Source: an optimization exercise on an open RTL-to-GDS flow (aim: small area). Production flows keep margins and buffers that such runs may drop. Where RTL was checked, it was by simulation tests only, not by an equivalence proof against the original. No functional check of the RTL was part of runs 1 to 3. Power and IR drop assume default switching activity.

<file path="design/flow/flow/run.sh">
#!/bin/bash
# Standard ORFS layout with smaller port buffers and no CTS dummy loads.
set -euo pipefail
export BUFFER_PORTS_ARGS="-buffer_cell sky130_fd_sc_hd__buf_1"
export CTS_ARGS="-sink_clustering_enable -repair_clock_nets -dont_use_dummy_load"
bash standard.sh > standard.log 2>&1
</file>
<file path="design/flow/standard.sh">
#!/bin/bash
# synth_recipe.tcl (not shown) runs the flow's synth.tcl, then flattens the netlist and writes it again
# the make line also repeats each setting of config.mk as NAME=value (left out here)
make -C /OpenROAD-flow-scripts/flow DESIGN_CONFIG=/design/flow/config.mk WORK_HOME=/design/flow/orfs CLKGATE_MAP_FILE= SYNTH_SCRIPT=/design/flow/synth_recipe.tcl "${@:-finish}"
</file>
<file path="design/flow/config.mk">
export PLATFORM = sky130hd
export DESIGN_NAME = TopModule
export DESIGN_NICKNAME = TopModule
export VERILOG_FILES = /design/flow/design.v
export SDC_FILE = /design/flow/constraint.sdc
export NUM_CORES = 4
export LEC_CHECK = 0
export CAP_MARGIN = 20
export CORE_MARGIN = 2
export CORE_UTILIZATION = 40
export PLACE_DENSITY = 0.6
export SLEW_MARGIN = 20
export SYNTH_HIERARCHICAL = 1
export SYNTH_MINIMUM_KEEP_SIZE = 0
</file>
<file path="design/flow/constraint.sdc">
create_clock -name core_clock -period 20.0 [get_ports {Clk}]
set_input_delay 4.0000 -clock core_clock [delete_from_list [all_inputs] [get_ports {Clk}]]
set_output_delay 4.0000 -clock core_clock [all_outputs]
set_load 0.01 [all_outputs]
</file>
<file path="design/flow/design.v">
module TopModule(
input InputKey, ValidCmd, RWMem, ConfigDiv, Reset, Clk,
input[7:0] Addr, InA, InB,
input[3:0] Sel,
input[31:0] DIn,
output CalcActive, CalcMode, Busy, DOutValid, ClkTx,
output [3:0] DataOut);
reg Active, Mode, CorrectInput;
reg [1:0] kst;
always @(posedge Clk or posedge Reset)
begin
    if (Reset)
    begin
        Active <= 1'b0;
        Mode <= 1'b0;
        CorrectInput <= 1'b0;
        kst <= 2'b00;
    end
    else
    begin
        if (ValidCmd && !CorrectInput)
            case ({InputKey, kst})
                3'b1_00: kst <= 2'b01;
                3'b0_01: kst <= 2'b10;
                3'b1_10: kst <= 2'b11;
                3'b0_11: CorrectInput <= 1'b1;
                default: kst <= 2'b00;
            endcase
        if (CorrectInput && !Busy)
        begin
            Active <= 1'b1;
            Mode <= InputKey;
        end
    end
end
reg AccessMem, RWMemC, SampleData, TxData, BusyR, rwen;
reg [1:0] rwFlag, cs;
wire TxDone;
wire RW = Active && RWMem;
assign Busy = BusyR;
always @(posedge Clk or posedge Reset)
begin
    if (Reset)
    begin
        AccessMem <= 1'b0;
        RWMemC <= 1'b0;
        SampleData <= 1'b0;
        TxData <= 1'b0;
        BusyR <= 1'b0;
        rwFlag <= 2'b00;
        cs <= 2'b00;
        rwen <= 1'b0;
    end
    else if (Mode == 1'b1 && rwFlag != 2'b10)
    begin
        rwFlag <= 2'b01;
        casex ({cs, ValidCmd, Active, RW, TxDone})
            6'b00_1_1_0_x: {cs, AccessMem, RWMemC, BusyR, rwen} <= 6'b01_1_0_1_1;
            6'b00_1_1_1_x: {cs, AccessMem, RWMemC, TxData, BusyR, rwen} <= 7'b11_1_1_1_1_0;
            6'b01_x_1_x_0: {cs, SampleData, AccessMem} <= 4'b10_1_0;
            6'b10_x_1_x_0: {cs, TxData, SampleData} <= 4'b11_1_0;
            6'b11_x_1_x_x: begin
                TxData <= 1'b0;
                if ((TxDone && rwen) || (!RW && !rwen))
                    {cs, BusyR, TxData, AccessMem, RWMemC} <= 6'b00_0_0_0_0;
            end
            default: {cs, AccessMem, RWMemC, SampleData, TxData, BusyR, rwFlag} <= 9'b00_0_0_0_0_0_00;
        endcase
    end
    else if (Mode == 1'b0 && rwFlag != 2'b01)
    begin
        rwFlag <= 2'b10;
        casex ({cs, ValidCmd, Active, TxDone})
            5'b00_1_1_x: {cs, SampleData, BusyR} <= 4'b01_1_1;
            5'b01_x_1_0: {cs, SampleData, TxData} <= 4'b10_0_1;
            5'b10_x_1_x: begin
                TxData <= 1'b0;
                if (TxDone)
                    {cs, BusyR} <= 3'b00_0;
            end
            default: {AccessMem, RWMemC, BusyR, rwFlag} <= 5'b0_0_0_00;
        endcase
    end
end
wire [19:0] wdata = {Sel, InB, InA};
wire inRange = (Addr[7:3] == 5'd0);
wire memWrite = AccessMem && RWMemC && inRange;
wire memRead = AccessMem && !RWMemC;
reg [19:0] m0, m1, m2, m3, m4, m5, m6, m7;
reg [7:0] mv;
reg [2:0] rdAddr;      
reg rdValid;           
always @(posedge Clk)
begin
    if (memWrite && Addr[2:0] == 3'd0) m0 <= wdata;
    if (memWrite && Addr[2:0] == 3'd1) m1 <= wdata;
    if (memWrite && Addr[2:0] == 3'd2) m2 <= wdata;
    if (memWrite && Addr[2:0] == 3'd3) m3 <= wdata;
    if (memWrite && Addr[2:0] == 3'd4) m4 <= wdata;
    if (memWrite && Addr[2:0] == 3'd5) m5 <= wdata;
    if (memWrite && Addr[2:0] == 3'd6) m6 <= wdata;
    if (memWrite && Addr[2:0] == 3'd7) m7 <= wdata;
end
wire [7:0] rdSel = 8'd1 << rdAddr;
wire [19:0] rdMux;
genvar gb;
generate for (gb = 0; gb < 20; gb = gb + 1) begin : rp
    RdBit rb(.m({m7[gb], m6[gb], m5[gb], m4[gb], m3[gb], m2[gb], m1[gb], m0[gb]}), .s(rdSel), .o(rdMux[gb]));
end endgenerate
always @(posedge Clk)
    if (memRead)
        rdAddr <= Addr[2:0];
always @(posedge Clk or posedge Reset)
begin
    if (Reset)
    begin
        mv <= 8'd0;
        rdValid <= 1'b0;
    end
    else
    begin
        if (memWrite)
            mv[Addr[2:0]] <= 1'b1;
        if (memRead)
            rdValid <= inRange;
    end
end
localparam PA = 2'd0, PB = 2'd1, PC = 2'd2;
reg [31:0] T;         
reg Tl;
reg ClkOut;
reg [1:0] ph;
reg [30:0] d;
wire Tload = !Active && ConfigDiv;
wire [31:0] Tn = Tload ? DIn : T;
wire Thi0 = (T[31:2] == 30'd0);
wire Tis0 = !Tl || (Thi0 && T[1:0] == 2'd0);
wire Tis1 = Tl && Thi0 && T[1:0] == 2'd1;
wire Tis2 = Thi0 && T[1:0] == 2'd2;
wire dGt1 = (d[30:1] != 30'd0);
wire dHi0 = (d[30:2] == 29'd0);
wire dEnd = dHi0 && (T[0] ? d[1:0] == 2'd1 : d[1:0] == 2'd2);
wire lowC = !Tis0 && ((ph == PC) || (ph == PA && dGt1));    
wire TxTick = Active && (Tis1 || (!ClkOut && lowC));
wire dReload = !Active || ph == PC || (ph == PA && !dGt1);
always @(posedge Clk or posedge Reset)
begin
    if (Reset)
    begin
        Tl <= 1'b0;
        ClkOut <= 1'b0;
    end
    else
    begin
        if (Tload)
            Tl <= 1'b1;
        ClkOut <= Active && (Tis1 || lowC);
    end
end
always @(posedge Clk)
begin
    T <= Tn;
    d <= dReload ? Tn[31:1] : d - 31'd1;
    if (!Active)
        ph <= PA;
    else
        case (ph)
            PA: if (!dGt1)
                    ph <= Tis2 ? PC : PB;
            PB: if (dEnd)
                    ph <= PC;
            default:
                ph <= PA;
        endcase
end
assign ClkTx = ClkOut;
reg TxStart, DataValid, TxDoneR, TxBusy;
reg [3:0] Dout;
reg [3:0] cnt;        
reg [3:0] k;
reg [19:0] R;
assign TxDone = TxDoneR;
wire [19:0] dinRaw = Mode ? rdMux : wdata;
wire dinNz = Mode ? (rdValid && mv[rdAddr]) : 1'b1;
wire [31:0] word;
CalcALU alu(.raw(R), .word(word));
reg [3:0] nib;
always @(*)
    case (k[2:0])
        3'd0: nib = word[31:28];
        3'd1: nib = word[27:24];
        3'd2: nib = word[23:20];
        3'd3: nib = word[19:16];
        3'd4: nib = word[15:12];
        3'd5: nib = word[11:8];
        3'd6: nib = word[7:4];
        default: nib = word[3:0];
    endcase
reg TxStart_n, DataValid_n, TxDone_n, TxBusy_n, load;
reg [3:0] Dout_n, cnt_n, k_n;
always @(*)
begin
    TxStart_n = TxStart;
    DataValid_n = DataValid;
    TxDone_n = TxDoneR;
    TxBusy_n = TxBusy;
    Dout_n = Dout;
    cnt_n = cnt;
    k_n = k;
    load = 1'b0;
    if (SampleData && !TxData)
    begin
        load = 1'b1;
        k_n = dinNz ? 4'd0 : 4'd8;
        DataValid_n = 1'b1;
        TxStart_n = 1'b0;
        TxDone_n = 1'b0;
    end
    else if (!SampleData && TxData && DataValid)
    begin
        TxStart_n = 1'b1;
        TxBusy_n = 1'b1;
        TxDone_n = 1'b0;
    end
    if (TxTick)
    begin
        TxDone_n = 1'b0;
        if (TxStart_n)
        begin
            if (!cnt[3])
            begin
                Dout_n = k[3] ? 4'd0 : nib;
                k_n = k[3] ? 4'd8 : k + 4'd1;
                cnt_n = cnt + 4'd1;
            end
            else
            begin
                k_n = 4'd8;
                DataValid_n = 1'b0;
                Dout_n = 4'd0;
                TxDone_n = 1'b1;
                TxStart_n = 1'b0;
                TxBusy_n = 1'b0;
                cnt_n = 4'd0;
            end
        end
    end
end
always @(posedge Clk or posedge Reset)
begin
    if (Reset)
    begin
        TxStart <= 1'b0;
        DataValid <= 1'b0;
        TxDoneR <= 1'b0;
        TxBusy <= 1'b0;
        Dout <= 4'd0;
        cnt <= 4'd0;
        k <= 4'd8;
    end
    else
    begin
        TxStart <= TxStart_n;
        DataValid <= DataValid_n;
        TxDoneR <= TxDone_n;
        TxBusy <= TxBusy_n;
        Dout <= Dout_n;
        cnt <= cnt_n;
        k <= k_n;
    end
end
always @(posedge Clk)
    if (load)
        R <= dinRaw;
assign CalcActive = Active;
assign CalcMode = Mode;
assign DOutValid = TxBusy;
assign DataOut = Dout;
endmodule
module CalcALU(input [19:0] raw, output [31:0] word);
  wire [7:0] A = raw[7:0];
  wire [7:0] B = raw[15:8];
  wire [3:0] S = raw[19:16];
  wire sub = (S != 4'd0);
  wire [7:0] as;
  wire c8;
  AluAddSub u_as(.A(A), .B(B), .sub(sub), .S(as), .co(c8));
  wire [7:0] mul;
  AluMul u_mul(.A(A), .B(B), .P(mul));
  wire [7:0] q;
  AluDiv u_div(.A(A), .B(B), .Q(q));
  wire bSmall = (B[7:3] == 5'd0);
  wire eAdd = (S[3:1] == 3'd0);
  wire eMul = (S == 4'h2);
  wire eDiv = (S == 4'h3) && (B != 8'd0);
  wire eShl = (S == 4'h4);
  wire eShr = (S == 4'h5);
  wire [14:0] sh;
  genvar j;
  generate for (j = 0; j < 8; j = j + 1) begin : sl
    assign sh[7 - j] = eShl && bSmall && (B[2:0] == j);
  end
  for (j = 0; j < 7; j = j + 1) begin : sr
    assign sh[8 + j] = eShr && bSmall && (B[2:0] == j);
  end endgenerate
  wire [7:0] cs;
  generate for (j = 0; j < 8; j = j + 1) begin : co
    assign cs[j] = (eShl && B == 8 - j) || (eShr && bSmall && B[2:0] == j);
  end endgenerate
  reg [3:0] tt;
  always @(*)
    case (S)
      4'h6: tt = 4'b1000;
      4'h7: tt = 4'b1110;
      4'h8: tt = 4'b0110;
      4'h9: tt = 4'b1001;
      4'hA: tt = 4'b0111;
      4'hB: tt = 4'b0001;
      default: tt = 4'b0000;
    endcase
  wire [7:0] Out;
  genvar i;
  generate for (i = 0; i < 8; i = i + 1) begin : ob
    AluOutBit u_o(.v({as[i], mul[i], q[i]}), .e({eAdd, eMul, eDiv}), .A(A), .s(sh[7 - i +: 8]),
                  .a(A[i]), .b(B[i]), .tt(tt), .o(Out[i]));
  end endgenerate
  wire [3:0] Flag;
  assign Flag[0] = (Out == 8'd0) && !(S[3] && S[2]);
  assign Flag[1] = (S == 4'h0 && c8) || (|(A & cs));
  assign Flag[2] = eMul && (A[7:4] != 4'd0) && (B[7:4] != 4'd0);
  assign Flag[3] = (S == 4'h1 || S == 4'h3) && !c8;
  assign word = {Flag, S, Out, B, A};
endmodule
module AluOutBit(input [2:0] v, input [2:0] e, input [7:0] A, input [7:0] s,
                 input a, input b, input [3:0] tt, output o);
  assign o = (|(v & e)) | (|(A & s)) | tt[{a, b}];
endmodule
module AluAddSub(input [7:0] A, input [7:0] B, input sub, output [7:0] S, output co);
  wire [7:0] Bx = B ^ {8{sub}};
  wire [8:0] c;
  assign c[0] = sub;
  genvar j;
  generate for (j = 0; j < 8; j = j + 1) begin : ad
    assign S[j] = A[j] ^ Bx[j] ^ c[j];
    assign c[j+1] = (A[j] & Bx[j]) | (c[j] & (A[j] ^ Bx[j]));
  end endgenerate
  assign co = c[8];
endmodule
module AluMul(input [7:0] A, input [7:0] B, output [7:0] P);
  wire [7:0] row [0:7];
  assign row[0] = A & {8{B[0]}};
  genvar i, j;
  generate for (i = 1; i < 8; i = i + 1) begin : mr
    wire [7:0] pp = (A << i) & {8{B[i]}};
    wire [8:0] cc;
    assign cc[0] = 1'b0;
    for (j = 0; j < 8; j = j + 1) begin : b
      assign row[i][j] = row[i-1][j] ^ pp[j] ^ cc[j];
      assign cc[j+1] = (row[i-1][j] & pp[j]) | (cc[j] & (row[i-1][j] ^ pp[j]));
    end
  end endgenerate
  assign P = row[7];
endmodule
module AluDiv(input [7:0] A, input [7:0] B, output [7:0] Q);
  wire [7:0] rem [0:8];
  assign rem[8] = 8'd0;
  genvar i, j;
  generate for (i = 7; i >= 0; i = i - 1) begin : dv
    localparam W = 8 - i;
    wire [W-1:0] x;
    if (W == 1) assign x = A[i]; else assign x = {rem[i+1][W-2:0], A[i]};
    wire [W:0] bw;
    wire [W-1:0] df;
    assign bw[0] = 1'b0;
    for (j = 0; j < W; j = j + 1) begin : b
      assign df[j] = x[j] ^ B[j] ^ bw[j];
      assign bw[j+1] = (~x[j] & B[j]) | (~(x[j] ^ B[j]) & bw[j]);
    end
    wire hz;
    if (W == 8) assign hz = 1'b1; else assign hz = ~|B[7:W];
    assign Q[i] = hz & ~bw[W];
    wire [W-1:0] rn = Q[i] ? df : x;
    if (W == 8) assign rem[i] = rn; else assign rem[i] = {{(8-W){1'b0}}, rn};
  end endgenerate
endmodule
module RdBit(input [7:0] m, input [7:0] s, output o);
assign o = |(m & s);
endmodule
</file>
==> results of run 1 <==
==> routing by layer <==
metal / global-route usage (%) / vias up
met5: 0 / -
met4: 4.74 / 4
met3: 2.76 / 55
met2: 29.7 / 322
met1: 25.1 / 5157
li1: - / 4909
==> synth_stat cells, types with 14 or more instances <==
master	instances	area share (%)
inv_1	79	1.9
xor2_1	25	1.4
mux2_2	87	6.3
a22oi_1	102	4.9
nor4_1	22	0.89
nor3_1	22	0.71
nand2_1	77	1.9
and3_1	14	0.56
nand4_1	34	1.4
o21ai_0	19	0.61
dfrtp_1	41	6.6
edfxtp_1	184	36
buf_4	21	1.0
clkbuf_1	21	0.51
dfxtp_1	64	8.3
fa_1	43	5.5
xnor2_1	24	1.4
ha_1	34	2.7
and2_1	18	0.73
a21oi_1	31	1.0
nor2_1	61	1.5
a221oi_1	17	0.96
nand2b_1	15	0.60
==> metrics by stage <==
stage	util [%]	hold slack (ps)	cells	instance area, um^2
finish	44.5	461	1862	17100
global route	44.5	477	1862	17100
CTS	44.4	461	1861	17100
detailed placement	42.5	448	1832	16400
global placement	42.5	440	1832	16400
floorplan	-	423	1265	15500
==> layout make-up <==
| cell class | instances | area share [%] |
|---|---|---|
| multi-input cells | 843 | 41.3 |
| inverters | 79 | 1.73 |
| flip-flops and latches | 290 | 45.9 |
| clock buffers | 29 | 4.24 |
| well taps | 518 | 3.79 |
| repair buffers | 103 | 3.01 |
==> registers in the layout, summed over array words and instances (netlist names), 2 cells and up <==
register	count
T	32
d	31
R	20
m0	20
m1	20
m2	20
m3	20
m4	20
m5	20
m6	20
m7	20
mv	8
Dout	4
cnt	4
k	4
rdAddr	3
cs	2
kst	2
ph	2
rwFlag	2
==> modules after synthesis, one instance, submodules excluded <==
module / copies in the design / area [um^2] / flops+latches / cells inside
TopModule: 1 / 11300 / 290 / 735
AluDiv: 1 / 1300 / 0 / 153
AluMul: 1 / 724 / 0 / 83
CalcALU: 1 / 616 / 0 / 100
AluAddSub: 1 / 280 / 0 / 30
AluOutBit: 8 / 77.6 / 0 / 8
RdBit: 20 / 36.3 / 0 / 5
==> kinds of logic (layout without fill, tap and decap cells) <==
kind of cell | after synthesis | after routing | share of synthesized area [%]
AND/OR/NAND/NOR | 357 | 357 | 13.0
flip-flops | 290 | 290 | 50.6
AO/OA/AOI/OAI | 234 | 234 | 11.1
buffers and inverters | 132 | 211 | 3.97
multiplexers | 125 | 125 | 10.1
adder cells (fa/ha/maj) | 77 | 77 | 8.29
XOR/XNOR | 50 | 50 | 2.91
==> power groups by stage <==
stage          clock network, uW  logic, uW  registers [uW]
3_3_place_gp                   0       1300             880
5_1_grt                      490       1520             891
4_1_cts                      469       1350             873
3_5_place_dp                   0       1340             884
2_1_floorplan                  0        987             887
6_report                     456       1340             872
==> worst paths after layout <==
kind	cells after the start	startpoint	to
worst max-delay path	68	R[7]	Dout[0]
worst min-delay path	1	mv[7]	mv[7]
worst max register to register	68	R[7]	Dout[0]
worst min register to register	1	mv[7]	mv[7]
max in group asynchronous	2	Reset	Dout[2]
min in group asynchronous	2	Reset	CorrectInput
==> cell usage in the layout (no fill, tap or decap), types with 21 or more instances in the layout <==
cell type / Yosys / final
a21oi_1: 31 / 31
a22oi_1: 102 / 102
buf_1: 3 / 74
buf_4: 21 / 28
clkbuf_16: 0 / 29
dfrtp_1: 41 / 41
dfxtp_1: 64 / 64
edfxtp_1: 184 / 184
fa_1: 43 / 43
ha_1: 34 / 34
inv_1: 79 / 78
mux2_2: 87 / 87
nand2_1: 77 / 77
nand4_1: 34 / 34
nor2_1: 61 / 61
nor3_1: 22 / 21
nor4_1: 22 / 22
xnor2_1: 24 / 24
xor2_1: 25 / 25
==> results.py, run 1 <==
metrics = {
    "job": {
        "drv_cap": 0,
    },
    "timing": {
        "finClkSkew_ps": 21.3,
        "fmax_mhz": 67.3,
        "slew_headroom_pct": 24.2,
        "setup_tns_ps": 0,
        "finalHoldViolations": 0,
        "setup_violations": 0,
        "worst_pin_slew_ps": 1140,
        "final_max_slew_viol_count": 0,
        "rsz0062_at_grt": "false",
        "period_share_pct": 74.3,
        "setup_ws_ps": 5150,
        "fin_crit_ps": 14850,
    },
    "cells_and_area": {
        "nets": 1489,
        "n_fill_cell": 3588,
        "seqCellArea_um2": 7860,
        "multi_input_area_um2": 7070,
        "antennaDiodeCount": 0,
        "drive_gt1_share_pct": 16.2,
        "syn_to_final_growth_pct": 10.3,
    },
    "status": {
        "outcome": "timing/DRC/antenna clean",
    },
    "global_routing": {
        "grt_max_degree": 43,
        "grt-ovfl-total": 0,
        "antenna_found_initial": 2,
        "grt_pass1_wl_um": 58600,
        "grt_pass1_vias": 10600,
        "grt_usage_pct": 18.1,
    },
    "clocking": {
        "clk_pin_slew_ps": 60,
        "clock_latency_ps": 550,
        "cts_buffers": 29,
        "post_cts_buffers": 0,
        "htree_levels": 1,
        "hold_buffers": 0,
        "clkSinkCount": 290,
        "cts_root_buf": "clkbuf_16",
        "clockBufferDepth": 3,
        "cts_tree": "built",
        "cts_resized": 0,
    },
    "floorplan": {
        "die-area_um2": 40400,
        "start_util_pct": 40.4,
        "core_area_um2": 38500,
        "pin_count": 75,
        "rows": 72,
        "die-height_um": 201,
        "die-width_um": 201,
    },
    "worst_setup_path": {
        "critPathTopFamily": "adder cells",
        "cp.arrival_ps": 15330,
        "crit_path_start_kind": "flip-flop",
        "critPathSlowestCell": "edfxtp_1",
        "cp-end-kind": "flip-flop",
        "rrSetupSlack_ps": 5150,
        "slowest_delay_ps": 810,
        "cp_max_fo": 19,
        "crit_type": "flip-flop to flip-flop",
        "crit_required_ps": 20480,
        "path_buf_inv": 10,
        "crit_top_cell": "fa_1",
    },
    "logic_synthesis": {
        "syn_area_per_cell_um2": 12.3,
        "syn_inst": 1265,
        "ys.flop_type": "edfxtp_1",
        "async_flop_share_pct": 14.5,
        "synth_edf_count": 184,
        "yosys_warnings": 10,
        "ys_seq_area_share_pct": 50.6,
        "synth_area_um2": 15500,
        "synth_seq_cells": 290,
        "yosysUniqueCellTypes": 89,
        "synth_nets": 1408,
    },
    "power": {
        "p_switching_uw": 1050,
        "internal_power_uw": 1620,
        "leakagePower_uw": 0.00625,
        "p_clk_share_pct": 17.1,
        "seq_power_share_pct": 32.6,
        "pwr-share-comb_pct": 50.3,
        "power_uw": 2670,
        "vdd_drop_max_mv": 0.0991,
        "p_per_area_nw_per_um2": 156,
        "p_sw_share_pct": 39.2,
    },
    "detailed_routing": {
        "vias": 10400,
        "drt_wl_total_um": 36600,
        "route.met2.wl_um": 17400,
        "routed_via_density": 5.61,
        "drtPass1Iterations": 8,
        "wl_met1_um": 16200,
        "wl_met3_um": 2230,
        "drtIter0Drc": 898,
        "drt.antenna.violating_nets": 0,
        "top_layer_used": "met5",
        "wl_per_cell_um": 19.7,
        "drcViolationCount": 0,
    },
    "worst_hold_path": {
        "min_path_type": "flip-flop to flip-flop",
    },
    "placed_design": {
        "post-place-ws_ps": 5180,
        "place_congestion": 0.839,
        "portBuffers": 74,
        "dp_hpwl_um": 24100,
    },
}
==> run 2: changes to the inputs <==
==> design/flow/flow/run.sh (replaced) <==
#!/bin/bash
# Standard ORFS layout with smaller port buffers, smaller clock buffers and
# no CTS dummy loads.
set -euo pipefail
export BUFFER_PORTS_ARGS="-buffer_cell sky130_fd_sc_hd__buf_1"
export CTS_ARGS="-sink_clustering_enable -repair_clock_nets -dont_use_dummy_load -buf_list sky130_fd_sc_hd__clkbuf_8 -sink_clustering_size 16 -sink_clustering_max_diameter 50"
bash standard.sh > standard.log 2>&1
--- a/design/flow/config.mk
+++ b/design/flow/config.mk
@@ -5,10 +5,10 @@
 export SDC_FILE = /design/flow/constraint.sdc
 export NUM_CORES = 4
 export LEC_CHECK = 0
-export CAP_MARGIN = 20
+export CAP_MARGIN = 0
 export CORE_MARGIN = 2
 export CORE_UTILIZATION = 40
 export PLACE_DENSITY = 0.6
-export SLEW_MARGIN = 20
+export SLEW_MARGIN = 0
 export SYNTH_HIERARCHICAL = 1
 export SYNTH_MINIMUM_KEEP_SIZE = 0
==> run 2 against run 1 <==
Power down 5.2%. Sequential power about the same. Final area down 2.1%. Clock power down 31%. Area after synthesis unchanged. First-iteration DRC count down 1.4%. Combinational power about the same. Hold slack better by 14 ps. Core utilization down 0.92 points. Register-to-register slack worse by 30 ps. Global-route usage about the same. Critical path type unchanged. Largest cell class unchanged.
==> results.py, run 2 <==
metrics = {
    "worst_setup_path": {
        "cp_max_fo": 19,
        "cp.arrival_ps": 15370,
        "crit_top_cell": "fa_1",
        "critPathTopFamily": "adder cells",
        "reg2reg_depth": 68,
        "crit_path_start_kind": "flip-flop",
        "crit_type": "flip-flop to flip-flop",
        "critPathSlowestCell": "edfxtp_1",
        "cp-end-kind": "flip-flop",
        "critical_path_depth": 68,
        "slowest_delay_ps": 810,
        "crit_required_ps": 20490,
        "path_buf_inv": 10,
    },
    "floorplan": {
        "pin_count": 75,
        "core_area_um2": 38500,
        "start_util_pct": 40.4,
        "rows": 72,
        "die-area_um2": 40400,
        "die-height_um": 201,
        "die-width_um": 201,
    },
    "timing": {
        "fmax_mhz": 67.2,
        "period_share_pct": 74.4,
        "finalHoldViolations": 0,
        "setup_ws_ps": 5120,
        "setup_tns_ps": 0,
        "fin_crit_ps": 14880,
        "final_max_slew_viol_count": 0,
        "finClkSkew_ps": 47.4,
        "worst_pin_slew_ps": 1170,
        "slew_headroom_pct": 22.1,
        "setup_violations": 0,
        "rsz0062_at_grt": "false",
    },
    "power": {
        "leakagePower_uw": 0.00609,
        "power_uw": 2530,
        "p_per_area_nw_per_um2": 151,
        "vdd_drop_max_mv": 0.0903,
    },
    "logic_synthesis": {
        "synth_most_common_cell": "edfxtp_1",
        "yosysTopAreaCell": "edfxtp_1",
        "ys_seq_area_share_pct": 50.6,
        "yosysUniqueCellTypes": 89,
        "syn_area_per_cell_um2": 12.3,
        "async_flop_share_pct": 14.5,
        "yosys_warnings": 10,
        "synthTopCellsByArea": "edfxtp_1 36%, dfxtp_1 8.3%, dfrtp_1 6.6%, mux2_2 6.3%, fa_1 5.5%",
        "synth_area_um2": 15500,
        "syn_inst": 1265,
        "synth_seq_cells": 290,
        "synth_top_area_share_pct": 35.6,
        "ys.flop_type": "edfxtp_1",
        "synth_commonest_cells": "184 x edfxtp_1, 102 x a22oi_1, 87 x mux2_2",
        "synth_nets": 1408,
        "synth_edf_count": 184,
    },
    "global_routing": {
        "antenna_found_initial": 2,
        "grt-ovfl-total": 0,
        "grt_pass1_vias": 10500,
        "grt_usage_pct": 18.1,
        "grt_max_degree": 43,
        "grt_pass1_wl_um": 58600,
    },
    "detailed_routing": {
        "drt_wl_total_um": 36500,
        "wl_per_cell_um": 19.6,
        "routed_via_density": 5.61,
        "drtPass1Iterations": 6,
        "drt.antenna.violating_nets": 0,
        "drtIter0Drc": 885,
        "drcViolationCount": 0,
        "vias": 10400,
    },
    "clocking": {
        "cts_tree": "built",
        "cts_root_buf": "clkbuf_8",
        "hold_buffers": 0,
        "clk_pin_slew_ps": 90,
        "post_cts_buffers": 0,
        "clkSinkCount": 290,
        "cts_resized": 0,
        "cts_buffers": 29,
        "htree_levels": 1,
        "clock_latency_ps": 610,
        "clockBufferDepth": 3,
    },
    "cells_and_area": {
        "layout_commonest_cell": "edfxtp_1",
        "fin_cells": 1861,
        "nets": 1488,
        "final_cell_mix": "184 x edfxtp_1, 102 x a22oi_1, 87 x mux2_2",
        "largest-register": "T",
        "drive_gt1_share_pct": 16.2,
        "syn_to_final_growth_pct": 7.98,
        "top_regs": "T x32, d x31",
        "antennaDiodeCount": 0,
        "largest_register_ffs": 32,
    },
    "placed_design": {
        "place_congestion": 0.839,
        "placed_cells": 1832,
        "post-place-ws_ps": 5180,
        "portBuffers": 74,
        "dp_hpwl_um": 24100,
    },
    "worst_hold_path": {
        "hold_path_depth": 1,
        "min_path_type": "flip-flop to flip-flop",
    },
    "status": {
        "outcome": "timing/DRC/antenna clean",
    },
    "job": {
        "drv_cap": 0,
    },
}
run 2: cell counts after synthesis:
No cell type changed its count.
run 2: modules after synthesis, one instance, submodules excluded:
module     copies in the design  flops+latches  cell area, um^2
TopModule                     1            290            11300
AluDiv                        1              0             1300
AluMul                        1              0              724
CalcALU                       1              0              616
AluAddSub                     1              0              280
AluOutBit                     8              0             77.6
RdBit                        20              0             36.3
run 2: metrics by stage:
step / utilization [%] / hold slack [ps] / cell area (um^2)
finish: 43.6 / 475 / 16800
floorplan: - / 423 / 15500
global route: 43.6 / 487 / 16800
detailed placement: 42.5 / 448 / 16400
CTS: 43.6 / 477 / 16800
global placement: 42.5 / 440 / 16400
run 2: kinds of logic (layout without fill, tap and decap cells):
| group | Yosys count | in the layout | synth area share [%] |
|---|---|---|---|
| AOI/OAI and AO/OA | 234 | 234 | 11.1 |
| adders and majority gates | 77 | 77 | 8.29 |
| buffers and inverters | 132 | 210 | 3.97 |
| and+or+nand+nor | 357 | 357 | 13.0 |
| xor gates and xnor gates | 50 | 50 | 2.91 |
| DFF | 290 | 290 | 50.6 |
| muxes | 125 | 125 | 10.1 |
run 2: layer usage:
| metal | wire (um) | track usage (%) |
|---|---|---|
| met1 | 16300 | 25.1 |
| met4 | 783 | 4.66 |
| met5 | 22 | 0 |
| met2 | 17400 | 29.8 |
| met3 | 2050 | 2.65 |
run 2: final timing paths:
path | start | endpoint | slack [ps]
worst max-delay path | R[7] | Dout[0] | 5120
worst min-delay path | mv[7] | mv[7] | 480
worst max register to register | R[7] | Dout[0] | 5120
worst min register to register | mv[7] | mv[7] | 480
max in group asynchronous | Reset | k[0] | 15790
min in group asynchronous | Reset | k[1] | 3590
run 2: worst reg2reg max path: cells and delay by family (launching register included):
kind	cells	cell delay, ps
AND/OR/NAND/NOR	20	3260
multiplexers	2	290
AO/OA/AOI/OAI	14	2550
buffers and inverters	10	770
flip-flops	1	810
adder cells (fa/ha/maj)	22	7090
run 2: cell type report:
cell class | count | area (um^2)
inverters | 79 | 297
clock buffers | 29 | 399
multi-input cells | 843 | 7070
flip-flops and latches | 290 | 7860
well taps | 518 | 648
fillers | 3632 | 21700
repair buffers | 102 | 488
run 2: power by group:
group	internal [uW]	switching [uW]	total (uW)
clock	128	187	316
combinational	614	732	1350
sequential	758	113	871
==> run 3: changes to the inputs <==
--- a/design/flow/design.v
+++ b/design/flow/design.v
@@ -101,12 +101,6 @@
     if (memWrite && Addr[2:0] == 3'd6) m6 <= wdata;
     if (memWrite && Addr[2:0] == 3'd7) m7 <= wdata;
 end
-wire [7:0] rdSel = 8'd1 << rdAddr;
-wire [19:0] rdMux;
-genvar gb;
-generate for (gb = 0; gb < 20; gb = gb + 1) begin : rp
-    RdBit rb(.m({m7[gb], m6[gb], m5[gb], m4[gb], m3[gb], m2[gb], m1[gb], m0[gb]}), .s(rdSel), .o(rdMux[gb]));
-end endgenerate
 always @(posedge Clk)
     if (memRead)
         rdAddr <= Addr[2:0];
@@ -174,52 +168,53 @@
         endcase
 end
 assign ClkTx = ClkOut;
-reg TxStart, DataValid, TxDoneR, TxBusy;
-reg [3:0] Dout;
+reg TxStart, DataValid, TxDoneR;
 reg [3:0] cnt;        
-reg [3:0] k;
+reg z;                
+reg rp;               
 reg [19:0] R;
 assign TxDone = TxDoneR;
-wire [19:0] dinRaw = Mode ? rdMux : wdata;
+wire load = SampleData && !TxData;
+wire start = !SampleData && TxData && DataValid;
 wire dinNz = Mode ? (rdValid && mv[rdAddr]) : 1'b1;
+wire [8:0] srcSel = rp ? {1'b0, 8'd1 << rdAddr} : 9'h100;
+wire [19:0] src;
+genvar gb;
+generate for (gb = 0; gb < 20; gb = gb + 1) begin : sp
+    SrcBit sb(.m({R[gb], m7[gb], m6[gb], m5[gb], m4[gb], m3[gb], m2[gb], m1[gb], m0[gb]}), .s(srcSel), .o(src[gb]));
+end endgenerate
 wire [31:0] word;
-CalcALU alu(.raw(R), .word(word));
+CalcALU alu(.raw(src), .word(word));
 reg [3:0] nib;
 always @(*)
-    case (k[2:0])
-        3'd0: nib = word[31:28];
-        3'd1: nib = word[27:24];
-        3'd2: nib = word[23:20];
-        3'd3: nib = word[19:16];
-        3'd4: nib = word[15:12];
-        3'd5: nib = word[11:8];
-        3'd6: nib = word[7:4];
-        default: nib = word[3:0];
+    case (cnt)
+        4'd1: nib = word[31:28];
+        4'd2: nib = word[27:24];
+        4'd3: nib = word[23:20];
+        4'd4: nib = word[19:16];
+        4'd5: nib = word[15:12];
+        4'd6: nib = word[11:8];
+        4'd7: nib = word[7:4];
+        4'd8: nib = word[3:0];
+        default: nib = 4'd0;
     endcase
-reg TxStart_n, DataValid_n, TxDone_n, TxBusy_n, load;
-reg [3:0] Dout_n, cnt_n, k_n;
+reg TxStart_n, DataValid_n, TxDone_n;
+reg [3:0] cnt_n;
 always @(*)
 begin
     TxStart_n = TxStart;
     DataValid_n = DataValid;
     TxDone_n = TxDoneR;
-    TxBusy_n = TxBusy;
-    Dout_n = Dout;
     cnt_n = cnt;
-    k_n = k;
-    load = 1'b0;
-    if (SampleData && !TxData)
+    if (load)
     begin
-        load = 1'b1;
-        k_n = dinNz ? 4'd0 : 4'd8;
         DataValid_n = 1'b1;
         TxStart_n = 1'b0;
         TxDone_n = 1'b0;
     end
-    else if (!SampleData && TxData && DataValid)
+    else if (start)
     begin
         TxStart_n = 1'b1;
-        TxBusy_n = 1'b1;
         TxDone_n = 1'b0;
     end
     if (TxTick)
@@ -228,19 +223,12 @@
         if (TxStart_n)
         begin
             if (!cnt[3])
-            begin
-                Dout_n = k[3] ? 4'd0 : nib;
-                k_n = k[3] ? 4'd8 : k + 4'd1;
                 cnt_n = cnt + 4'd1;
-            end
             else
             begin
-                k_n = 4'd8;
                 DataValid_n = 1'b0;
-                Dout_n = 4'd0;
                 TxDone_n = 1'b1;
                 TxStart_n = 1'b0;
-                TxBusy_n = 1'b0;
                 cnt_n = 4'd0;
             end
         end
@@ -253,29 +241,30 @@
         TxStart <= 1'b0;
         DataValid <= 1'b0;
         TxDoneR <= 1'b0;
-        TxBusy <= 1'b0;
-        Dout <= 4'd0;
         cnt <= 4'd0;
-        k <= 4'd8;
     end
     else
     begin
         TxStart <= TxStart_n;
         DataValid <= DataValid_n;
         TxDoneR <= TxDone_n;
-        TxBusy <= TxBusy_n;
-        Dout <= Dout_n;
         cnt <= cnt_n;
-        k <= k_n;
     end
 end
 always @(posedge Clk)
+begin
     if (load)
-        R <= dinRaw;
+    begin
+        z <= !dinNz;
+        rp <= Mode;
+    end
+    if (load && !Mode)
+        R <= wdata;
+end
 assign CalcActive = Active;
 assign CalcMode = Mode;
-assign DOutValid = TxBusy;
-assign DataOut = Dout;
+assign DOutValid = TxStart;
+assign DataOut = (TxStart && !z) ? nib : 4'd0;
 endmodule
 module CalcALU(input [19:0] raw, output [31:0] word);
   wire [7:0] A = raw[7:0];
@@ -383,6 +372,6 @@
     if (W == 8) assign rem[i] = rn; else assign rem[i] = {{(8-W){1'b0}}, rn};
   end endgenerate
 endmodule
-module RdBit(input [7:0] m, input [7:0] s, output o);
+module SrcBit(input [8:0] m, input [8:0] s, output o);
 assign o = |(m & s);
 endmodule
==> run 3 against run 2 <==
Core utilization increased by 1.2 points. Combinational power decreased by 4%. Sequential power decreased by 7.9%. Non-clock buffer count increased by 38. Die area decreased by 3.1%. First-iteration DRC count increased by 5.8%. Wire length about the same. Critical path type is now flip-flop to output pin. Critical endpoint is now DataOut[0].
==> results.py, run 3 <==
metrics = {
    "worst_setup_path": {
        "cp.arrival_ps": 15290,
        "rrSetupSlack_ps": 17190,
        "cp-end-kind": "output pin",
        "critPathTopFamily": "adder cells",
        "cp_max_fo": 13,
        "worstReg2RegEnd": "d[0]",
        "path_buf_inv": 13,
        "reg2reg_depth": 7,
        "crit-reg2reg-launch": "d[22]",
        "crit_path_start_kind": "flip-flop",
        "crit_required_ps": 16000,
        "critPathSlowestCell": "or4_4",
        "crit_type": "flip-flop to output pin",
        "slowest_delay_ps": 550,
    },
    "logic_synthesis": {
        "syn_area_per_cell_um2": 12.0,
        "syn_inst": 1252,
        "yosys_warnings": 10,
        "synth_compound_area_share_pct": 14.7,
        "synth_commonest_cells": "186 x edfxtp_1, 106 x nand2_1, 82 x inv_1",
        "synth_area_um2": 15000,
        "synth_nets": 1394,
        "async_flop_share_pct": 11.7,
        "ys.flop_type": "edfxtp_1",
        "synthMuxAreaShare_pct": 5.56,
        "yosysUniqueCellTypes": 91,
        "synth_seq_cells": 283,
        "synth_top_area_share_pct": 37.1,
        "synthTopCellsByArea": "edfxtp_1 37%, dfxtp_1 8.5%, fa_1 5.7%, dfrtp_1 5.5%, mux2_2 3.1%",
        "yosysTopAreaCell": "edfxtp_1",
        "synth_edf_count": 186,
        "synthSimpleGateAreaFrac_pct": 13.1,
        "synth_most_common_cell": "edfxtp_1",
        "synth_top_family_by_area": "compound AO/OA/AOI/OAI gates",
        "ys_seq_area_share_pct": 51.1,
        "synth_adder_area_share_pct": 8.47,
        "synth_xor_area_share_pct": 3.00,
    },
    "worst_hold_path": {
        "hold-path-endpoint": "mv[5]",
        "min-delay-start": "mv[5]",
        "hold_path_depth": 1,
        "min_path_type": "flip-flop to flip-flop",
    },
    "timing": {
        "setup_tns_ps": 0,
        "fin_crit_ps": 19290,
        "setup_violations": 0,
        "slew_headroom_pct": 20.8,
        "final_max_slew_viol_count": 0,
        "finalHoldViolations": 0,
        "fmax_mhz": 51.8,
        "period_share_pct": 96.4,
        "worst_pin_slew_ps": 1190,
        "finClkSkew_ps": 49.9,
    },
    "floorplan": {
        "rows": 71,
        "pin_count": 75,
        "die-height_um": 198,
        "die-width_um": 198,
        "start_util_pct": 40.3,
        "core_area_um2": 37300,
        "die-area_um2": 39200,
    },
    "placed_design": {
        "portBuffers": 74,
        "dp_hpwl_um": 24400,
        "place_congestion": 0.834,
        "placed_cells": 1795,
    },
    "job": {
        "drv_cap": 0,
    },
    "cells_and_area": {
        "multi_input_area_um2": 6950,
        "top_regs": "T x32, d x31",
        "n_fill_cell": 3474,
        "fin_cells": 1845,
        "final_cell_mix": "186 x edfxtp_1, 102 x nand2_1, 78 x inv_1",
        "drive_gt1_share_pct": 18.0,
        "seqCellArea_um2": 7690,
        "syn_to_final_growth_pct": 11.2,
        "largest-register": "T",
        "layout_commonest_cell": "edfxtp_1",
        "nets": 1515,
        "largest_register_ffs": 32,
        "antennaDiodeCount": 0,
    },
    "detailed_routing": {
        "routed_via_density": 5.73,
        "drtIter0Drc": 936,
        "wl_per_cell_um": 19.8,
        "drtPass1Iterations": 10,
        "drt.antenna.violating_nets": 0,
        "drcViolationCount": 0,
        "drt_wl_total_um": 36600,
        "vias": 10600,
    },
    "power": {
        "p_per_area_nw_per_um2": 143,
        "vdd_drop_max_mv": 0.0744,
        "leakagePower_uw": 0.00603,
        "power_uw": 2400,
    },
    "global_routing": {
        "top_usage_layer": "met2",
        "grt_usage_pct": 18.5,
        "use_met1_pct": 25.4,
        "grt_use_met3_pct": 1.98,
        "grt_pass1_wl_um": 57200,
        "grt-ovfl-total": 0,
        "antenna_found_initial": 1,
        "grt_max_degree": 60,
        "grt_pass1_vias": 10500,
        "use_met2_pct": 31.1,
    },
    "clocking": {
        "clockBufferDepth": 3,
        "cts_root_buf": "clkbuf_8",
        "htree_levels": 1,
        "clkSinkCount": 283,
        "clock_latency_ps": 570,
        "cts_tree": "built",
        "clk_pin_slew_ps": 80,
        "hold_buffers": 0,
        "cts_buffers": 27,
    },
    "status": {
        "outcome": "timing/DRC/antenna clean",
    },
}
-- run 3: worst max path at each step --
| stage | from | end | depth (start not counted) |
|---|---|---|---|
| final | rp | DataOut[0] | 73 |
| after global routing | rdAddr[1] | DataOut[0] | 76 |
| after CTS | rp | DataOut[0] | 73 |
| after detailed placement | rdAddr[1] | DataOut[0] | 75 |
| after global placement | rdAddr[1] | DataOut[0] | 74 |
| after floorplan | rdAddr[0] | DataOut[0] | 72 |
-- run 3: per-stage QoR --
step                      utilization, %  area [um^2]  worst slack (ps)  hold slack [ps]
after floorplan                        -        15100               193              423
after global placement              42.8        16000               412              460
after detailed placement            42.8        16000             -29.0              457
after CTS                           44.2        16500              15.0              475
after global routing                44.8        16700              -131              494
final                               44.8        16700               712              474
-- run 3: repair_timing --
action	in CTS	in global routing
gates cloned	1	1
buffers inserted	6	15
resized for setup	22	36
pin swaps	2	20
setup endpoints to repair	1	1
-- run 3: cell families (layout without fill, tap and decap cells) --
logic type,Yosys count,after routing
xor+xnor,50,50
flops,283,283
fa+ha+maj,76,76
buf+inv,132,251
mux,65,65
compound gates,271,271
simple gates,375,375
-- run 3: area by class of cell --
cell class	count	area share (%)
sequential	283	46.0
timing repair buffer	140	4.77
tap	474	3.55
multi-input combinational	837	41.6
inverter	84	1.89
clock buffer	27	2.22
-- run 3: where the power goes --
| part | internal (uW) | total [uW] | switching (uW) |
|---|---|---|---|
| Clock | 120 | 297 | 178 |
| Combinational | 576 | 1300 | 720 |
| Sequential | 722 | 802 | 80.2 |
| Total | 1420 | 2400 | 978 |
-- run 3: per-module statistics from Yosys, one instance, submodules excluded --
module,copies in the design,flip-flops and latches,cells inside,area [um^2]
AluAddSub,1,0,30,280
AluDiv,1,0,157,1320
AluMul,1,0,83,716
AluOutBit,8,0,8,77.6
CalcALU,1,0,100,616
SrcBit,20,0,5,46.3
TopModule,1,283,718,10600
-- run 3: metal layers --
layer,vias up,wire (um),share of wire (%)
met5,-,13,0.036
met4,2,798,2.2
met3,74,1940,5.3
met2,311,17500,48
met1,5221,16300,45
li1,4958,-,-
==> run 4: changes to the inputs <==
--- a/design/flow/design.v
+++ b/design/flow/design.v
@@ -33,18 +33,18 @@
         end
     end
 end
-reg AccessMem, RWMemC, SampleData, TxData, BusyR, rwen;
+reg AccessMem, TxData, BusyR, rwen;
 reg [1:0] rwFlag, cs;
 wire TxDone;
 wire RW = Active && RWMem;
+wire RWMemC = AccessMem && cs[1];
+wire SampleData = cs[0] ^ (BusyR && rwFlag[0]);
 assign Busy = BusyR;
 always @(posedge Clk or posedge Reset)
 begin
     if (Reset)
     begin
         AccessMem <= 1'b0;
-        RWMemC <= 1'b0;
-        SampleData <= 1'b0;
         TxData <= 1'b0;
         BusyR <= 1'b0;
         rwFlag <= 2'b00;
@@ -55,30 +55,30 @@
     begin
         rwFlag <= 2'b01;
         casex ({cs, ValidCmd, Active, RW, TxDone})
-            6'b00_1_1_0_x: {cs, AccessMem, RWMemC, BusyR, rwen} <= 6'b01_1_0_1_1;
-            6'b00_1_1_1_x: {cs, AccessMem, RWMemC, TxData, BusyR, rwen} <= 7'b11_1_1_1_1_0;
-            6'b01_x_1_x_0: {cs, SampleData, AccessMem} <= 4'b10_1_0;
-            6'b10_x_1_x_0: {cs, TxData, SampleData} <= 4'b11_1_0;
+            6'b00_1_1_0_x: {cs, AccessMem, BusyR, rwen} <= 5'b01_1_1_1;
+            6'b00_1_1_1_x: {cs, AccessMem, TxData, BusyR, rwen} <= 6'b11_1_1_1_0;
+            6'b01_x_1_x_0: {cs, AccessMem} <= 3'b10_0;
+            6'b10_x_1_x_0: {cs, TxData} <= 3'b11_1;
             6'b11_x_1_x_x: begin
                 TxData <= 1'b0;
                 if ((TxDone && rwen) || (!RW && !rwen))
-                    {cs, BusyR, TxData, AccessMem, RWMemC} <= 6'b00_0_0_0_0;
+                    {cs, BusyR, TxData, AccessMem} <= 5'b00_0_0_0;
             end
-            default: {cs, AccessMem, RWMemC, SampleData, TxData, BusyR, rwFlag} <= 9'b00_0_0_0_0_0_00;
+            default: {cs, AccessMem, TxData, BusyR, rwFlag} <= 7'b00_0_0_0_00;
         endcase
     end
     else if (Mode == 1'b0 && rwFlag != 2'b01)
     begin
         rwFlag <= 2'b10;
         casex ({cs, ValidCmd, Active, TxDone})
-            5'b00_1_1_x: {cs, SampleData, BusyR} <= 4'b01_1_1;
-            5'b01_x_1_0: {cs, SampleData, TxData} <= 4'b10_0_1;
+            5'b00_1_1_x: {cs, BusyR} <= 3'b01_1;
+            5'b01_x_1_0: {cs, TxData} <= 3'b10_1;
             5'b10_x_1_x: begin
                 TxData <= 1'b0;
                 if (TxDone)
                     {cs, BusyR} <= 3'b00_0;
             end
-            default: {AccessMem, RWMemC, BusyR, rwFlag} <= 5'b0_0_0_00;
+            default: {AccessMem, BusyR, rwFlag} <= 4'b0_0_00;
         endcase
     end
 end
@@ -119,24 +119,24 @@
             rdValid <= inRange;
     end
 end
-localparam PA = 2'd0, PB = 2'd1, PC = 2'd2;
+localparam PA = 2'd0, PB = 2'd1, PC = 2'd2, P1 = 2'd3;
 reg [31:0] T;         
 reg Tl;
 reg ClkOut;
 reg [1:0] ph;
 reg [30:0] d;
 wire Tload = !Active && ConfigDiv;
-wire [31:0] Tn = Tload ? DIn : T;
 wire Thi0 = (T[31:2] == 30'd0);
 wire Tis0 = !Tl || (Thi0 && T[1:0] == 2'd0);
 wire Tis1 = Tl && Thi0 && T[1:0] == 2'd1;
 wire Tis2 = Thi0 && T[1:0] == 2'd2;
-wire dGt1 = (d[30:1] != 30'd0);
 wire dHi0 = (d[30:2] == 29'd0);
+wire dGe3 = !dHi0 || d[1:0] == 2'd3;
+wire dIs2 = dHi0 && d[1:0] == 2'd2;
 wire dEnd = dHi0 && (T[0] ? d[1:0] == 2'd1 : d[1:0] == 2'd2);
-wire lowC = !Tis0 && ((ph == PC) || (ph == PA && dGt1));    
+wire lowC = !Tis0 && ((ph == PC) || (ph == P1 && !Thi0) || (ph == PA && dGe3));    
 wire TxTick = Active && (Tis1 || (!ClkOut && lowC));
-wire dReload = !Active || ph == PC || (ph == PA && !dGt1);
+wire dReload = ph == P1 || (ph == PA && dIs2);
 always @(posedge Clk or posedge Reset)
 begin
     if (Reset)
@@ -153,22 +153,25 @@
 end
 always @(posedge Clk)
 begin
-    T <= Tn;
-    d <= dReload ? Tn[31:1] : d - 31'd1;
+    if (Tload)
+        T <= DIn;
+    d <= dReload ? T[31:1] : d - 31'd1;
     if (!Active)
-        ph <= PA;
+        ph <= P1;
     else
         case (ph)
-            PA: if (!dGt1)
-                    ph <= Tis2 ? PC : PB;
+            P1: ph <= Tis2 ? PC : (Thi0 ? PB : PA);
+            PA: if (dIs2)
+                    ph <= PB;
             PB: if (dEnd)
                     ph <= PC;
             default:
-                ph <= PA;
+                ph <= P1;
         endcase
 end
 assign ClkTx = ClkOut;
 reg TxStart, DataValid, TxDoneR;
+reg [3:0] Dout;
 reg [3:0] cnt;        
 reg z;                
 reg rp;               
@@ -187,25 +190,25 @@
 CalcALU alu(.raw(src), .word(word));
 reg [3:0] nib;
 always @(*)
-    case (cnt)
-        4'd1: nib = word[31:28];
-        4'd2: nib = word[27:24];
-        4'd3: nib = word[23:20];
-        4'd4: nib = word[19:16];
-        4'd5: nib = word[15:12];
-        4'd6: nib = word[11:8];
-        4'd7: nib = word[7:4];
-        4'd8: nib = word[3:0];
-        default: nib = 4'd0;
+    case (cnt[2:0])
+        3'd0: nib = word[31:28];
+        3'd1: nib = word[27:24];
+        3'd2: nib = word[23:20];
+        3'd3: nib = word[19:16];
+        3'd4: nib = word[15:12];
+        3'd5: nib = word[11:8];
+        3'd6: nib = word[7:4];
+        default: nib = word[3:0];
     endcase
 reg TxStart_n, DataValid_n, TxDone_n;
-reg [3:0] cnt_n;
+reg [3:0] cnt_n, Dout_n;
 always @(*)
 begin
     TxStart_n = TxStart;
     DataValid_n = DataValid;
     TxDone_n = TxDoneR;
     cnt_n = cnt;
+    Dout_n = Dout;
     if (load)
     begin
         DataValid_n = 1'b1;
@@ -223,9 +226,13 @@
         if (TxStart_n)
         begin
             if (!cnt[3])
+            begin
+                Dout_n = z ? 4'd0 : nib;
                 cnt_n = cnt + 4'd1;
+            end
             else
             begin
+                Dout_n = 4'd0;
                 DataValid_n = 1'b0;
                 TxDone_n = 1'b1;
                 TxStart_n = 1'b0;
@@ -242,6 +249,7 @@
         DataValid <= 1'b0;
         TxDoneR <= 1'b0;
         cnt <= 4'd0;
+        Dout <= 4'd0;
     end
     else
     begin
@@ -249,6 +257,7 @@
         DataValid <= DataValid_n;
         TxDoneR <= TxDone_n;
         cnt <= cnt_n;
+        Dout <= Dout_n;
     end
 end
 always @(posedge Clk)
@@ -264,7 +273,7 @@
 assign CalcActive = Active;
 assign CalcMode = Mode;
 assign DOutValid = TxStart;
-assign DataOut = (TxStart && !z) ? nib : 4'd0;
+assign DataOut = Dout;
 endmodule
 module CalcALU(input [19:0] raw, output [31:0] word);
   wire [7:0] A = raw[7:0];
==> run 4 against run 3 <==
Global-route usage down 0.80 points. Core utilization down 1.1 points. Wire length down 5.8%. Final area down 2.3%. Final cell count down 2.1%. Die area about the same. Critical endpoint is now Dout[0]. Clock-buffer cell count down 1. Flip-flop and latch count up 2. Clock skew down 8.9 ps. Maximum frequency up 7.5%. Critical path type is now flip-flop to flip-flop. Via count down 3.4%.
==> results.py, run 4 <==
metrics = {
    "status": {
        "outcome": "timing/DRC/antenna clean",
    },
    "logic_synthesis": {
        "synth_most_common_cell": "edfxtp_1",
        "synth_commonest_cells": "217 x edfxtp_1, 87 x nor2_1, 80 x inv_1",
        "synth_area_um2": 15000,
        "async_flop_share_pct": 12.3,
        "synth_top_area_share_pct": 43.3,
        "synth_seq_cells": 285,
        "synthTopCellsByArea": "edfxtp_1 43%, dfrtp_1 5.8%, fa_1 5.7%, dfxtp_1 4.4%, ha_1 2.9%",
        "ys.flop_type": "edfxtp_1",
        "synth_edf_count": 217,
        "syn_inst": 1207,
        "yosys_warnings": 10,
        "yosysUniqueCellTypes": 83,
        "synth_nets": 1351,
        "ys_seq_area_share_pct": 53.5,
        "syn_area_per_cell_um2": 12.5,
        "yosysTopAreaCell": "edfxtp_1",
    },
    "cells_and_area": {
        "final_cell_mix": "217 x edfxtp_1, 83 x nor2_1, 80 x inv_1",
        "layout_commonest_cell": "edfxtp_1",
        "multi_input_area_um2": 6490,
        "nets": 1441,
        "fin_area_um2": 16300,
        "syn_to_final_growth_pct": 8.59,
        "largest_register_ffs": 32,
        "largest-register": "T",
        "antennaDiodeCount": 0,
        "fin_util_pct": 43.7,
        "top_regs": "T x32, d x31",
        "seqCellArea_um2": 8050,
        "drive_gt1_share_pct": 11.4,
        "n_fill_cell": 3489,
    },
    "power": {
        "vdd_drop_max_mv": 0.108,
        "leakagePower_uw": 0.00585,
        "p_switching_uw": 1240,
        "p_clk_share_pct": 10.1,
        "seq_power_share_pct": 27.8,
        "p_per_area_nw_per_um2": 173,
        "p_sw_share_pct": 43.9,
        "internal_power_uw": 1590,
        "pwr-share-comb_pct": 62.1,
    },
    "global_routing": {
        "grt_pass1_wl_um": 55200,
        "grt_max_degree": 62,
        "grt-ovfl-total": 0,
        "grt_usage_pct": 17.7,
        "antenna_found_initial": 0,
        "grt_pass1_vias": 10100,
    },
    "floorplan": {
        "pin_count": 75,
        "die-area_um2": 39200,
        "rows": 71,
        "die-width_um": 198,
        "die-height_um": 198,
        "start_util_pct": 40.2,
        "core_area_um2": 37400,
    },
    "worst_hold_path": {
        "min_path_type": "flip-flop to flip-flop",
    },
    "worst_setup_path": {
        "cp-end-kind": "flip-flop",
        "slowest_delay_ps": 710,
        "cp.arrival_ps": 18410,
        "path_buf_inv": 9,
        "crit_type": "flip-flop to flip-flop",
        "critPathTopFamily": "adder cells",
        "cp_max_fo": 16,
        "crit_path_start_kind": "flip-flop",
        "critPathSlowestCell": "nor2_1",
        "crit_top_cell": "fa_1",
        "crit_required_ps": 20460,
    },
    "timing": {
        "slew_headroom_pct": 21.6,
        "period_share_pct": 89.7,
        "final_max_slew_viol_count": 0,
        "fmax_mhz": 55.7,
        "finClkSkew_ps": 41.0,
        "setup_tns_ps": 0,
        "finalHoldViolations": 0,
        "worst_pin_slew_ps": 1180,
        "rsz0062_at_grt": "false",
        "setup_violations": 0,
        "fin_crit_ps": 17950,
    },
    "clocking": {
        "cts_resized": 0,
        "post_cts_buffers": 0,
        "clk_pin_slew_ps": 70,
        "cts_tree": "built",
        "clockBufferDepth": 3,
        "cts_buffers": 26,
        "hold_buffers": 0,
        "cts_root_buf": "clkbuf_8",
        "htree_levels": 1,
        "clock_latency_ps": 560,
        "clkSinkCount": 285,
    },
    "placed_design": {
        "place_congestion": 0.841,
        "portBuffers": 74,
        "placed_area_um2": 16000,
        "dp_hpwl_um": 22900,
    },
    "job": {
        "drv_cap": 0,
    },
    "detailed_routing": {
        "drt_wl_total_um": 34400,
        "drtIter0Drc": 876,
        "routed_via_density": 5.65,
        "wl_per_cell_um": 19.1,
        "vias": 10200,
        "drcViolationCount": 0,
        "drt.antenna.violating_nets": 0,
        "drtPass1Iterations": 10,
    },
}
run 4: changes by cell type after synthesis, moves of 9 or more:
cell	change
a21oi_1	+22
dfxtp_1	-31
edfxtp_1	+31
mux2_2	-13
nand2_1	-30
nor2_1	+18
nor4_1	+9
o21ai_0	-27
o21ai_1	-11
run 4: path summary, 6_finish.rpt:
kind	depth (start not counted)	end	startpoint	slack, ps
max in group asynchronous	3	mv[4]	Reset	16130
worst max register to register	69	Dout[0]	rdAddr[0]	2050
worst max-delay path	69	Dout[0]	rdAddr[0]	2050
worst min-delay path	1	mv[7]	mv[7]	470
worst min register to register	1	mv[7]	mv[7]	470
min in group asynchronous	3	BusyR	Reset	3520
run 4: worst register-to-register path, delay by kind of cell (launching register included):
kind                       cells  cell delay, ps
adders and majority gates     23            7190
and+or+nand+nor               21            6140
AOI/OAI and AO/OA             13            2520
muxes                          3             870
buffers and inverters          9             680
DFF                            1             450
run 4: cell type report:
type | count | share of cell area [%]
Timing Repair Buffer | 104 | 3.08
Inverter | 80 | 1.84
Multi-Input combinational cell | 800 | 39.7
Tap cell | 511 | 3.91
Clock buffer | 26 | 2.19
Sequential cell | 285 | 49.3
run 4: kinds of logic (layout without fill, tap and decap cells):
group | Yosys count | after routing | synth area share, %
and+or+nand+nor | 369 | 369 | 12.9
DFF | 285 | 285 | 53.5
AOI/OAI and AO/OA | 253 | 253 | 13.9
buffers and inverters | 122 | 210 | 3.63
adders and majority gates | 78 | 78 | 8.63
muxes | 51 | 51 | 4.46
xor gates and xnor gates | 49 | 49 | 2.99
run 4: Yosys stat by module (local to each module, per instance):
module	cells inside	flops+latches	copies in the design	cell area, um^2
AluMul	83	0	1	732
AluAddSub	30	0	1	280
AluOutBit	8	0	8	77.6
AluDiv	160	0	1	1310
CalcALU	100	0	1	616
SrcBit	5	0	20	46.3
TopModule	670	285	1	10600
run 4: power groups by stage:
stage	combinational [uW]	clock, uW	sequential (uW)
floorplan	1330	0	778
global placement	1710	0	798
detailed placement	1750	0	800
CTS	1770	298	787
global route	1980	318	800
finish	1760	287	786
run 4: per-stage QoR:
stage	std cells	setup WS [ps]	hold slack (ps)	power (uW)
final	1806	2050	470	2830
after global routing	1806	472	485	3100
after CTS	1806	2070	477	2850
after detailed placement	1780	2140	460	2550
after global placement	1780	2620	449	2510
after floorplan	1207	2790	423	2110
run 4: routing by layer:
layer  vias to the layer above  share of wire, %  track usage [%]
met3                        52               4.8             1.46
met4                         0               1.5             4.01
met5                         -                 0                0
li1                       4764                 -                -
met1                      5064                45             24.8
met2                       328                48             30.0
==> run 5: changes to the inputs <==
==> design/flow/flow/run.sh (replaced) <==
#!/bin/bash
# Standard ORFS layout with smaller port buffers, smaller clock buffers and
# no CTS dummy loads.
set -euo pipefail
export BUFFER_PORTS_ARGS="-buffer_cell sky130_fd_sc_hd__buf_1"
export CTS_ARGS="-sink_clustering_enable -repair_clock_nets -dont_use_dummy_load -buf_list sky130_fd_sc_hd__clkbuf_4 -sink_clustering_size 10 -sink_clustering_max_diameter 35"
bash standard.sh > standard.log 2>&1
==> run 5 against run 4 <==
Sequential power about the same. Synthesized cell count unchanged. Die area unchanged. Sequential share of layout area up 0.17 points. Non-clock buffer count unchanged. Critical path depth unchanged. Setup slack worse by 71 ps. Register-to-register slack worse by 70 ps. Clock power down 7.0%. Combinational power about the same. Largest cell class unchanged. Highest routed layer unchanged.
==> results.py, run 5 <==
metrics = {
    "status": {
        "outcome": "timing/DRC/antenna clean",
    },
    "floorplan": {
        "die-area_um2": 39200,
        "core_area_um2": 37400,
        "die-width_um": 198,
        "die-height_um": 198,
        "start_util_pct": 40.2,
        "pin_count": 75,
        "rows": 71,
    },
    "cells_and_area": {
        "n_fill_cell": 3503,
        "top_regs": "T x32, d x31",
        "largest_register_ffs": 32,
        "layout_commonest_cell": "edfxtp_1",
        "largest-register": "T",
        "drive_gt1_share_pct": 12.4,
        "final_cell_mix": "217 x edfxtp_1, 83 x nor2_1, 80 x inv_1",
        "syn_to_final_growth_pct": 8.22,
        "fin_util_pct": 43.5,
        "nets": 1455,
    },
    "timing": {
        "worst_pin_slew_ps": 1200,
        "finalHoldViolations": 0,
        "setup_violations": 0,
        "rsz0062_at_grt": "false",
        "finClkSkew_ps": 71.8,
        "fmax_mhz": 55.5,
        "setup_tns_ps": 0,
        "fin_crit_ps": 18020,
        "period_share_pct": 90.1,
        "slew_headroom_pct": 20.0,
        "final_max_slew_viol_count": 0,
    },
    "placed_design": {
        "place_congestion": 0.841,
        "portBuffers": 74,
        "dp_hpwl_um": 22900,
    },
    "logic_synthesis": {
        "synth_edf_count": 217,
        "yosysUniqueCellTypes": 83,
        "synth_top_area_share_pct": 43.3,
        "synthTopCellsByArea": "edfxtp_1 43%, dfrtp_1 5.8%, fa_1 5.7%, dfxtp_1 4.4%, ha_1 2.9%",
        "synth_nets": 1351,
        "synth_area_um2": 15000,
        "syn_area_per_cell_um2": 12.5,
        "synth_most_common_cell": "edfxtp_1",
        "async_flop_share_pct": 12.3,
        "yosysTopAreaCell": "edfxtp_1",
        "ys.flop_type": "edfxtp_1",
        "ys_seq_area_share_pct": 53.5,
        "synth_commonest_cells": "217 x edfxtp_1, 87 x nor2_1, 80 x inv_1",
        "synth_seq_cells": 285,
        "yosys_warnings": 10,
        "syn_inst": 1207,
    },
    "worst_setup_path": {
        "cp-end-kind": "flip-flop",
        "reg2reg_depth": 69,
        "crit_path_start_kind": "flip-flop",
        "critPathSlowestCell": "nor2_1",
        "cp_max_fo": 16,
        "crit_required_ps": 20540,
        "crit_top_cell": "fa_1",
        "slowest_delay_ps": 700,
        "crit_type": "flip-flop to flip-flop",
        "cp.arrival_ps": 18560,
    },
    "detailed_routing": {
        "drcViolationCount": 0,
        "drt_wl_total_um": 34600,
        "drtPass1Iterations": 7,
        "vias": 10300,
        "drt.antenna.violating_nets": 0,
        "drtIter0Drc": 1034,
        "routed_via_density": 5.65,
        "wl_per_cell_um": 19.0,
    },
    "clocking": {
        "clock_latency_ps": 670,
        "clk_pin_slew_ps": 110,
        "hold_buffers": 0,
        "cts_buffers": 40,
        "cts_resized": 0,
        "cts_root_buf": "clkbuf_4",
        "clockBufferDepth": 3,
        "htree_levels": 2,
        "post_cts_buffers": 0,
        "clkSinkCount": 285,
        "cts_tree": "built",
    },
    "power": {
        "vdd_drop_max_mv": 0.111,
        "p_per_area_nw_per_um2": 173,
        "leakagePower_uw": 0.00584,
    },
    "worst_hold_path": {
        "hold_path_depth": 1,
        "min_path_type": "flip-flop to flip-flop",
    },
    "global_routing": {
        "grt_usage_pct": 18.0,
        "antenna_found_initial": 1,
        "grt_pass1_vias": 10300,
        "grt_max_degree": 62,
        "grt_pass1_wl_um": 55600,
        "grt-ovfl-total": 0,
    },
    "job": {
        "drv_cap": 0,
    },
}
## run 5: cell families after synthesis
group                    share of synthesized area, %
AND/OR/NAND/NOR                                  12.9
flip-flops                                       53.5
AO/OA/AOI/OAI                                    13.9
adder cells (fa/ha/maj)                          8.63
XOR/XNOR                                         2.99
multiplexers                                     4.46
buffers and inverters                            3.63
## run 5: worst paths after layout
check | start | to | slack (ps)
setup / recovery | rdAddr[0] | Dout[0] | 1980
hold / removal | mv[4] | mv[4] | 480
setup reg to reg | rdAddr[0] | Dout[0] | 1980
hold reg to reg | mv[4] | mv[4] | 480
max in group asynchronous | Reset | Dout[0] | 16210
min in group asynchronous | Reset | mv[0] | 3400
## run 5: cell type report
| cell class | instances | area, um^2 | share of cell area (%) |
|---|---|---|---|
| inverter | 80 | 300 | 1.84 |
| sequential | 285 | 8050 | 49.4 |
| clock buffer | 40 | 300 | 1.84 |
| multi-input combinational | 800 | 6490 | 39.8 |
| antenna | 1 | 2.50 | 0.0154 |
| tap | 511 | 639 | 3.93 |
| timing repair buffer | 104 | 503 | 3.09 |
## run 5: through the flow
stage / hold slack (ps) / setup slack, ps / area (um^2) / power, uW / std cells
final: 476 / 1980 / 16300 / 2820 / 1821
after floorplan: 423 / 2790 / 15000 / 2110 / 1207
after detailed placement: 460 / 2140 / 16000 / 2550 / 1780
after CTS: 476 / 2010 / 16300 / 2840 / 1820
after global routing: 484 / 403 / 16300 / 3080 / 1821
after global placement: 449 / 2620 / 16000 / 2510 / 1780
## run 5: power breakdown
group	total, uW	switching (uW)	internal (uW)
combinational	1760	1000	758
sequential	786	69.5	717
clock	267	175	92.1
total	2820	1250	1570
## run 5: Yosys stat by module, one instance, submodules excluded
module | cells | times used | flip-flops and latches
AluAddSub | 30 | 1 | 0
AluDiv | 160 | 1 | 0
AluMul | 83 | 1 | 0
AluOutBit | 8 | 8 | 0
CalcALU | 100 | 1 | 0
SrcBit | 5 | 20 | 0
TopModule | 670 | 1 | 285
## run 5: layer usage
metal / GRT usage [%] / vias up / part of all wire (%)
li1: - / 4829 / -
met1: 24.7 / 5077 / 45
met2: 30.0 / 328 / 48
met3: 2.35 / 46 / 5.2
met4: 5.01 / 0 / 1.8
met5: 0 / - / 0
## run 5: critical path: cells and delay by family, from the launching register on
| family | cells | cell delay (ps) |
|---|---|---|
| and+or+nand+nor | 21 | 6120 |
| DFF | 1 | 470 |
| AOI/OAI and AO/OA | 13 | 2540 |
| adders and majority gates | 23 | 7220 |
| buffers and inverters | 9 | 670 |
| muxes | 3 | 870 |

## what the ideal ports hide
How much do the figures lean on ideal ports? The routed layouts below were timed once more, with nothing changed but the port constraints. Step 1: set_driving_cell puts a clkbuf_16 on Clk and a buf_2 on each other input, an assumption about the parent block. Step 2, shift: input delay + t, output delay - t, t = (earliest + latest rising clock arrival at the registers) / 2. This alone moves slack from input paths to output paths. Three values: ideal, step 1, step 2; two values: the first two.
run | t, ns | setup slack, ns | pins driven straight from the clock port
run 1 | 0.589 | 5.147 / 5.147 / 5.147 | 1
run 2 | 0.626 | 5.119 / 5.119 / 5.119 | 1
run 3 | 0.601 | 0.712 / 0.666 / 1.267 | 1
run 4 | 0.572 | 2.050 / 2.050 / 2.050 | 1
run 5 | 0.685 | 1.979 / 1.979 / 1.979 | 1
After both steps every run listed still meets setup and hold.
